This is an optimization exercise on Yosys and OpenROAD, whose aim is small area, not a production implementation.
At most, simulation tests tie the RTL to the original design; equivalence was not proved.

==> job 7777: inputs <==
==> flow/design.v (excerpt) <==
module cordic_pipeline_top(
    input clk,
    input rst_n,
    input en,
    input mode,
    input [15:0] xi,
    input [15:0] yi,
    input [15:0] zi,
    output [15:0] xo,
    output [15:0] yo,
    output [15:0] zo,
    output valid
);
reg [5:0] valid_r;
always @(posedge clk or negedge rst_n)
    if (!rst_n) valid_r <= 6'b0;
    else valid_r <= {valid_r[4:0], en};
assign valid = valid_r[5];
wire d0 = mode ? yi[15] : ~zi[15];
wire [15:0] x1, y1;
add16_rca ux0(.a(xi), .b(yi ^ {16{d0}}), .ci(d0), .s(x1));
add16_rca uy0(.a(yi), .b(xi ^ {16{~d0}}), .ci(~d0), .s(y1));
wire [15:0] z1;
add16_rca uz0(.a(zi), .b(16'h3244 ^ {16{d0}}), .ci(d0), .s(z1));
reg [15:0] xr0, yr0, zr0;
reg mr0;
always @(posedge clk) begin
    xr0 <= x1;
    yr0 <= y1;
    zr0 <= z1;
    mr0 <= mode;
end
wire d1 = mr0 ? yr0[15] : ~zr0[15];
wire [15:0] x2, y2;
add16_rca ux1(.a(xr0), .b({{1{yr0[15]}}, yr0[15:1]} ^ {16{d1}}), .ci(d1), .s(x2));
  ...
==> flow/config.mk <==
export PLATFORM = sky130hd
export DESIGN_NAME = cordic_pipeline_top
export DESIGN_NICKNAME = cordic_pipeline_top
export VERILOG_FILES = /design/flow/design.v
export SDC_FILE = /design/flow/constraint.sdc
export NUM_CORES = 4
export LEC_CHECK = 0
export ABC_AREA = 1
export CAP_MARGIN = 5
export CORE_MARGIN = 2
export CORE_UTILIZATION = 55
export CTS_BUF_LIST = sky130_fd_sc_hd__clkbuf_8 sky130_fd_sc_hd__clkbuf_16
export CTS_CLUSTER_DIAMETER = 100
export CTS_CLUSTER_SIZE = 30
export SLEW_MARGIN = 5
==> flow/constraint.sdc <==
create_clock -name core_clock -period 8.0 [get_ports {clk}]
set_input_delay 1.6000 -clock core_clock [delete_from_list [all_inputs] [get_ports {clk}]]
set_output_delay 1.6000 -clock core_clock [all_outputs]
set_load 0.01 [all_outputs]
standard.sh (not shown) runs the stock make flow with config.mk's settings and CLKGATE_MAP_FILE= SYNTH_SCRIPT=/design/flow/synth_recipe.tcl, a recipe that flattens the netlist after the stock synthesis.
==> flow/flow/run.sh <==
#!/bin/bash
# The standard layout (standard.sh) with two changes:
#  - synthesis leaves the adders to ABC (no full/half adder cells extracted first);
#  - the port buffers use the smallest buffer cell.
set -euo pipefail
export ADDER_MAP_FILE=
export BUFFER_PORTS_ARGS="-buffer_cell sky130_fd_sc_hd__buf_1"
bash standard.sh > standard_flow.log 2>&1
==> job 6804: changes against job 7777 <==
==> flow/flow/run.sh (replaced) <==
#!/bin/bash
# The standard layout (standard.sh), with these changes:
#  - synthesis leaves the adders to ABC (no full/half adder cells extracted first) and maps in
#    two passes with delay-targeted area scripts: the logic next to the ports with
#    flow/abc_area_io.script, the rest with flow/abc_area_d.script (flow/synth.tcl is
#    synth_recipe.tcl plus that one change);
#  - the port buffers use the smallest buffer cell.
set -euo pipefail
W=$PWD
export ADDER_MAP_FILE=
export BUFFER_PORTS_ARGS="-buffer_cell sky130_fd_sc_hd__buf_1"
export MY_ABC_SCRIPT="$W/flow/abc_area_d.script"
export MY_ABC_SCRIPT_IO="$W/flow/abc_area_io.script"
sed "s|SYNTH_SCRIPT=[^ ]*|SYNTH_SCRIPT=$W/flow/synth.tcl|" standard.sh > my_standard.sh
grep -q "SYNTH_SCRIPT=$W/flow/synth.tcl" my_standard.sh
bash my_standard.sh > standard_flow.log 2>&1
==> flow/flow/abc_area_d.script (new file) <==
strash
dch
map -B 0.9
topo
stime -c
dnsize -c
==> flow/flow/abc_area_io.script (new file) <==
strash
dch
map -B 0.9 -D 6000
topo
stime -c
buffer -c
upsize -c -D 6000
dnsize -c -D 6000
==> flow/flow/synth.tcl (new file) <==
proc synth {args} { yosys synth -nofsm -noshare {*}$args }
# ABC maps in two passes with delay-targeted area scripts: first the logic between the ports
# and the registers (whose paths also carry the input and output delays) with
# MY_ABC_SCRIPT_IO, then everything else with MY_ABC_SCRIPT.
proc abc {args} {
  set i [lsearch -exact $args -script]
  if { $i >= 0 && [info exists ::env(MY_ABC_SCRIPT)] } {
    set a_in [lreplace $args [expr {$i + 1}] [expr {$i + 1}] $::env(MY_ABC_SCRIPT_IO)]
    set a_rest [lreplace $args [expr {$i + 1}] [expr {$i + 1}] $::env(MY_ABC_SCRIPT)]
    set ff {sky130_fd_sc_hd__dfxtp_1 sky130_fd_sc_hd__dfrtp_1}
    yosys select -set ffs {*}[lmap c $ff {string cat t:$c}]
    yosys select -set iocone o:* %ci*:-sky130_fd_sc_hd__dfxtp_1\[Q\]:-sky130_fd_sc_hd__dfrtp_1\[Q\] i:* %co*:-sky130_fd_sc_hd__dfxtp_1\[D,CLK\]:-sky130_fd_sc_hd__dfrtp_1\[D,CLK,RESET_B\] %u @ffs %d
    yosys abc {*}$a_in @iocone
    yosys abc {*}$a_rest
  } else {
    yosys abc {*}$args
  }
}
source $::env(SCRIPTS_DIR)/synth.tcl
# left out here: clear keep_hierarchy, flatten, clean up, hide names made inside functions, write 1_2_yosys.v
Settings changed: CAP_MARGIN 5 to 20, CORE_UTILIZATION 55 to 65, CTS_BUF_LIST sky130_fd_sc_hd__clkbuf_8 sky130_fd_sc_hd__clkbuf_16 to sky130_fd_sc_hd__clkbuf_8, CTS_CLUSTER_DIAMETER 100 to 80, CTS_CLUSTER_SIZE 30 to 18, SLEW_MARGIN 5 to 20.
==> job 375: changes against job 7777 <==
--- a/flow/design.v
+++ b/flow/design.v
@@ -88,83 +88,83 @@
 wire d5 = mr2 ? yr2[15] : ~zr2[15];
 wire [15:0] x6, y6;
 add16_rca ux5(.a(xr2), .b({{5{yr2[15]}}, yr2[15:5]} ^ {16{d5}}), .ci(d5), .s(x6));
 add16_rca uy5(.a(yr2), .b({{5{xr2[15]}}, xr2[15:5]} ^ {16{~d5}}), .ci(~d5), .s(y6));
 wire d6 = mr2 ? y6[15] : (zin5 ? zr2[9] : ~zr2[15]);
 wire [15:0] x7, y7;
 add16_rca ux6(.a(x6), .b({{6{y6[15]}}, y6[15:6]} ^ {16{d6}}), .ci(d6), .s(x7));
 add16_rca uy6(.a(y6), .b({{6{x6[15]}}, x6[15:6]} ^ {16{~d6}}), .ci(~d6), .s(y7));
-wire d7 = mr2 ? y7[15] : (zin5 ? zr2[8] : ~zr2[15]);
-wire [15:0] x8, y8;
-add16_rca ux7(.a(x7), .b({{7{y7[15]}}, y7[15:7]} ^ {16{d7}}), .ci(d7), .s(x8));
-add16_rca uy7(.a(y7), .b({{7{x7[15]}}, x7[15:7]} ^ {16{~d7}}), .ci(~d7), .s(y8));
-wire [15:0] zk3 = 16'd896 - ({13'b0, {d5, d6, d7}} << 8);
+wire [15:0] zk3 = 16'd768 - ({14'b0, {d5, d6}} << 9);
 wire [15:0] zs3;
 add16_rca uzs3(.a(zr2), .b(zk3), .ci(1'b0), .s(zs3));
 reg [15:0] xr3, yr3, zr3;
 reg mr3;
 always @(posedge clk) begin
-    xr3 <= x8;
-    yr3 <= y8;
+    xr3 <= x7;
+    yr3 <= y7;
     zr3 <= zs3;
     mr3 <= mr2;
 end
-wire zin8 = (zr3[15:7] == {9{1'b0}}) | (zr3[15:7] == {9{1'b1}});   
-wire d8 = mr3 ? yr3[15] : ~zr3[15];
+wire zin7 = (zr3[15:8] == {8{1'b0}}) | (zr3[15:8] == {8{1'b1}});   
+wire d7 = mr3 ? yr3[15] : ~zr3[15];
+wire [15:0] x8, y8;
+add16_rca ux7(.a(xr3), .b({{7{yr3[15]}}, yr3[15:7]} ^ {16{d7}}), .ci(d7), .s(x8));
+add16_rca uy7(.a(yr3), .b({{7{xr3[15]}}, xr3[15:7]} ^ {16{~d7}}), .ci(~d7), .s(y8));
+wire d8 = mr3 ? y8[15] : (zin7 ? zr3[7] : ~zr3[15]);
 wire [15:0] x9, y9;
-add16_rca ux8(.a(xr3), .b({{8{yr3[15]}}, yr3[15:8]} ^ {16{d8}}), .ci(d8), .s(x9));
-add16_rca uy8(.a(yr3), .b({{8{xr3[15]}}, xr3[15:8]} ^ {16{~d8}}), .ci(~d8), .s(y9));
-wire d9 = mr3 ? y9[15] : (zin8 ? zr3[6] : ~zr3[15]);
+add16_rca ux8(.a(x8), .b({{8{y8[15]}}, y8[15:8]} ^ {16{d8}}), .ci(d8), .s(x9));
+add16_rca uy8(.a(y8), .b({{8{x8[15]}}, x8[15:8]} ^ {16{~d8}}), .ci(~d8), .s(y9));
+wire d9 = mr3 ? y9[15] : (zin7 ? zr3[6] : ~zr3[15]);
 wire [15:0] x10, y10;
 add16_rca ux9(.a(x9), .b({{9{y9[15]}}, y9[15:9]} ^ {16{d9}}), .ci(d9), .s(x10));
 add16_rca uy9(.a(y9), .b({{9{x9[15]}}, x9[15:9]} ^ {16{~d9}}), .ci(~d9), .s(y10));
-wire d10 = mr3 ? y10[15] : (zin8 ? zr3[5] : ~zr3[15]);
-wire [15:0] x11, y11;
-add16_rca ux10(.a(x10), .b({{10{y10[15]}}, y10[15:10]} ^ {16{d10}}), .ci(d10), .s(x11));
-add16_rca uy10(.a(y10), .b({{10{x10[15]}}, x10[15:10]} ^ {16{~d10}}), .ci(~d10), .s(y11));
-wire [15:0] zk4 = 16'd112 - ({13'b0, {d8, d9, d10}} << 5);
+wire [15:0] zk4 = 16'd224 - ({13'b0, {d7, d8, d9}} << 6);
 wire [15:0] zs4;
 add16_rca uzs4(.a(zr3), .b(zk4), .ci(1'b0), .s(zs4));
 reg [15:0] xr4, yr4, zr4;
 reg mr4;
 always @(posedge clk) begin
-    xr4 <= x11;
-    yr4 <= y11;
+    xr4 <= x10;
+    yr4 <= y10;
     zr4 <= zs4;
     mr4 <= mr3;
 end
-wire zin11 = (zr4[15:4] == {12{1'b0}}) | (zr4[15:4] == {12{1'b1}});   
-wire d11 = mr4 ? yr4[15] : ~zr4[15];
+wire zin10 = (zr4[15:5] == {11{1'b0}}) | (zr4[15:5] == {11{1'b1}});   
+wire d10 = mr4 ? yr4[15] : ~zr4[15];
+wire [15:0] x11, y11;
+add16_rca ux10(.a(xr4), .b({{10{yr4[15]}}, yr4[15:10]} ^ {16{d10}}), .ci(d10), .s(x11));
+add16_rca uy10(.a(yr4), .b({{10{xr4[15]}}, xr4[15:10]} ^ {16{~d10}}), .ci(~d10), .s(y11));
+wire d11 = mr4 ? y11[15] : (zin10 ? zr4[4] : ~zr4[15]);
 wire [15:0] x12, y12;
-add16_rca ux11(.a(xr4), .b({{11{yr4[15]}}, yr4[15:11]} ^ {16{d11}}), .ci(d11), .s(x12));
-add16_rca uy11(.a(yr4), .b({{11{xr4[15]}}, xr4[15:11]} ^ {16{~d11}}), .ci(~d11), .s(y12));
-wire d12 = mr4 ? y12[15] : (zin11 ? zr4[3] : ~zr4[15]);
+add16_rca ux11(.a(x11), .b({{11{y11[15]}}, y11[15:11]} ^ {16{d11}}), .ci(d11), .s(x12));
+add16_rca uy11(.a(y11), .b({{11{x11[15]}}, x11[15:11]} ^ {16{~d11}}), .ci(~d11), .s(y12));
+wire d12 = mr4 ? y12[15] : (zin10 ? zr4[3] : ~zr4[15]);
 wire [15:0] x13, y13;
 add16_rca ux12(.a(x12), .b({{12{y12[15]}}, y12[15:12]} ^ {16{d12}}), .ci(d12), .s(x13));
 add16_rca uy12(.a(y12), .b({{12{x12[15]}}, x12[15:12]} ^ {16{~d12}}), .ci(~d12), .s(y13));
-wire d13 = mr4 ? y13[15] : (zin11 ? zr4[2] : ~zr4[15]);
-wire [15:0] x14, y14;
-add16_rca ux13(.a(x13), .b({{13{y13[15]}}, y13[15:13]} ^ {16{d13}}), .ci(d13), .s(x14));
-add16_rca uy13(.a(y13), .b({{13{x13[15]}}, x13[15:13]} ^ {16{~d13}}), .ci(~d13), .s(y14));
-wire [15:0] zk5 = 16'd14 - ({13'b0, {d11, d12, d13}} << 2);
+wire [15:0] zk5 = 16'd28 - ({13'b0, {d10, d11, d12}} << 3);
 wire [15:0] zs5;
 add16_rca uzs5(.a(zr4), .b(zk5), .ci(1'b0), .s(zs5));
 reg [15:0] xr5, yr5, zr5;
 reg mr5;
 always @(posedge clk) begin
-    xr5 <= x14;
-    yr5 <= y14;
+    xr5 <= x13;
+    yr5 <= y13;
     zr5 <= zs5;
     mr5 <= mr4;
 end
-wire zin14 = (zr5[15:1] == {15{1'b0}}) | (zr5[15:1] == {15{1'b1}});   
-wire d14 = mr5 ? yr5[15] : ~zr5[15];
+wire zin13 = (zr5[15:2] == {14{1'b0}}) | (zr5[15:2] == {14{1'b1}});   
+wire d13 = mr5 ? yr5[15] : ~zr5[15];
+wire [15:0] x14, y14;
+add16_rca ux13(.a(xr5), .b({{13{yr5[15]}}, yr5[15:13]} ^ {16{d13}}), .ci(d13), .s(x14));
+add16_rca uy13(.a(yr5), .b({{13{xr5[15]}}, xr5[15:13]} ^ {16{~d13}}), .ci(~d13), .s(y14));
+wire d14 = mr5 ? y14[15] : (zin13 ? zr5[1] : ~zr5[15]);
 wire [15:0] x15, y15;
-add16_rca ux14(.a(xr5), .b({{14{yr5[15]}}, yr5[15:14]} ^ {16{d14}}), .ci(d14), .s(x15));
-add16_rca uy14(.a(yr5), .b({{14{xr5[15]}}, xr5[15:14]} ^ {16{~d14}}), .ci(~d14), .s(y15));
-wire [15:0] zk6 = 16'd1 - ({15'b0, d14} << 1);
+add16_rca ux14(.a(x14), .b({{14{y14[15]}}, y14[15:14]} ^ {16{d14}}), .ci(d14), .s(x15));
+add16_rca uy14(.a(y14), .b({{14{x14[15]}}, x14[15:14]} ^ {16{~d14}}), .ci(~d14), .s(y15));
+wire [15:0] zk6 = 16'd3 - ({14'b0, {d13, d14}} << 1);
 wire [15:0] zs6;
 add16_rca uzs6(.a(zr5), .b(zk6), .ci(1'b0), .s(zs6));
 assign xo = x15;
 assign yo = y15;
 assign zo = zs6;
 endmodule
Settings changed: CAP_MARGIN 5 to 20, SLEW_MARGIN 5 to 20.
==> comparison table <==
| quantity | job 375 | job 7777 | job 6804 |
|---|---|---|---|
| Area growth syn-to-layout | 11.56% | 7.368% | 15.74% |
| Non-Clock Buffer Count | 245 | 161 | 267 |
| Worst Hold End | zr3[6]$_DFF_P_ | zr3[3]$_DFF_P_ | zr3[0]$_DFF_P_ |
| PnR worst setup slack | 265.3 ps | 308.0 ps | 513.1 ps |
| Compound-gate portion of the synthesized area | 2.818% | 2.394% | 2.630% |
| Most frequent cell on the critical path | sky130_fd_sc_hd__nand2_2 | sky130_fd_sc_hd__maj3_2 | sky130_fd_sc_hd__nand2_1 |
| Standard-cell row count | 82 | 83 | 74 |
| Core Area | 49860 µm² | 50990 µm² | 40740 µm² |
| Run status | complete, no violations | complete, no violations | complete, no violations |
| Setup slack of the worst register-to-register path | 710 ps | 770 ps | 510 ps |
| Setup bufs post-CTS | 15 | 0 | 4 |
| Post-synthesis net count | 4428 | 4357 | 4433 |
| Total stage count of the critical path | 62 | 19 | 82 |
Function not checked in job 375: the RTL went through the layout flow alone.

[what the ideal ports hide]
The results above use ideal ports. As a check the final layouts listed here were re-extracted and re-timed, cells and wires unchanged.
Step 1 assumes that a clkbuf_16 drives the clock port and a buf_2 every other input.
Step 2 moves the port delays by t, midway between the first and last clock arrival at a register: inputs arrive t later, outputs are due t later. That takes back most of the time a late clock gives input paths.
Three values: ideal ports, drivers, drivers and shift; two values: the first two.
run	shift t [ns]	setup slack, ns	hold slack, ns
job 7777	0.603	0.308 / 0.250 / 0.160	0.335 / 0.335 / 0.335
job 6804	0.649	0.513 / 0.513 / 0.513	0.329 / 0.329 / 0.329
job 375	0.589	0.265 / 0.204 / 0.608	0.338 / 0.338 / 0.338
After both steps every run listed still meets setup and hold. The setup slack of job 7777, which loses most, moves by -0.058 ns with the drivers and by -0.148 ns with both steps.
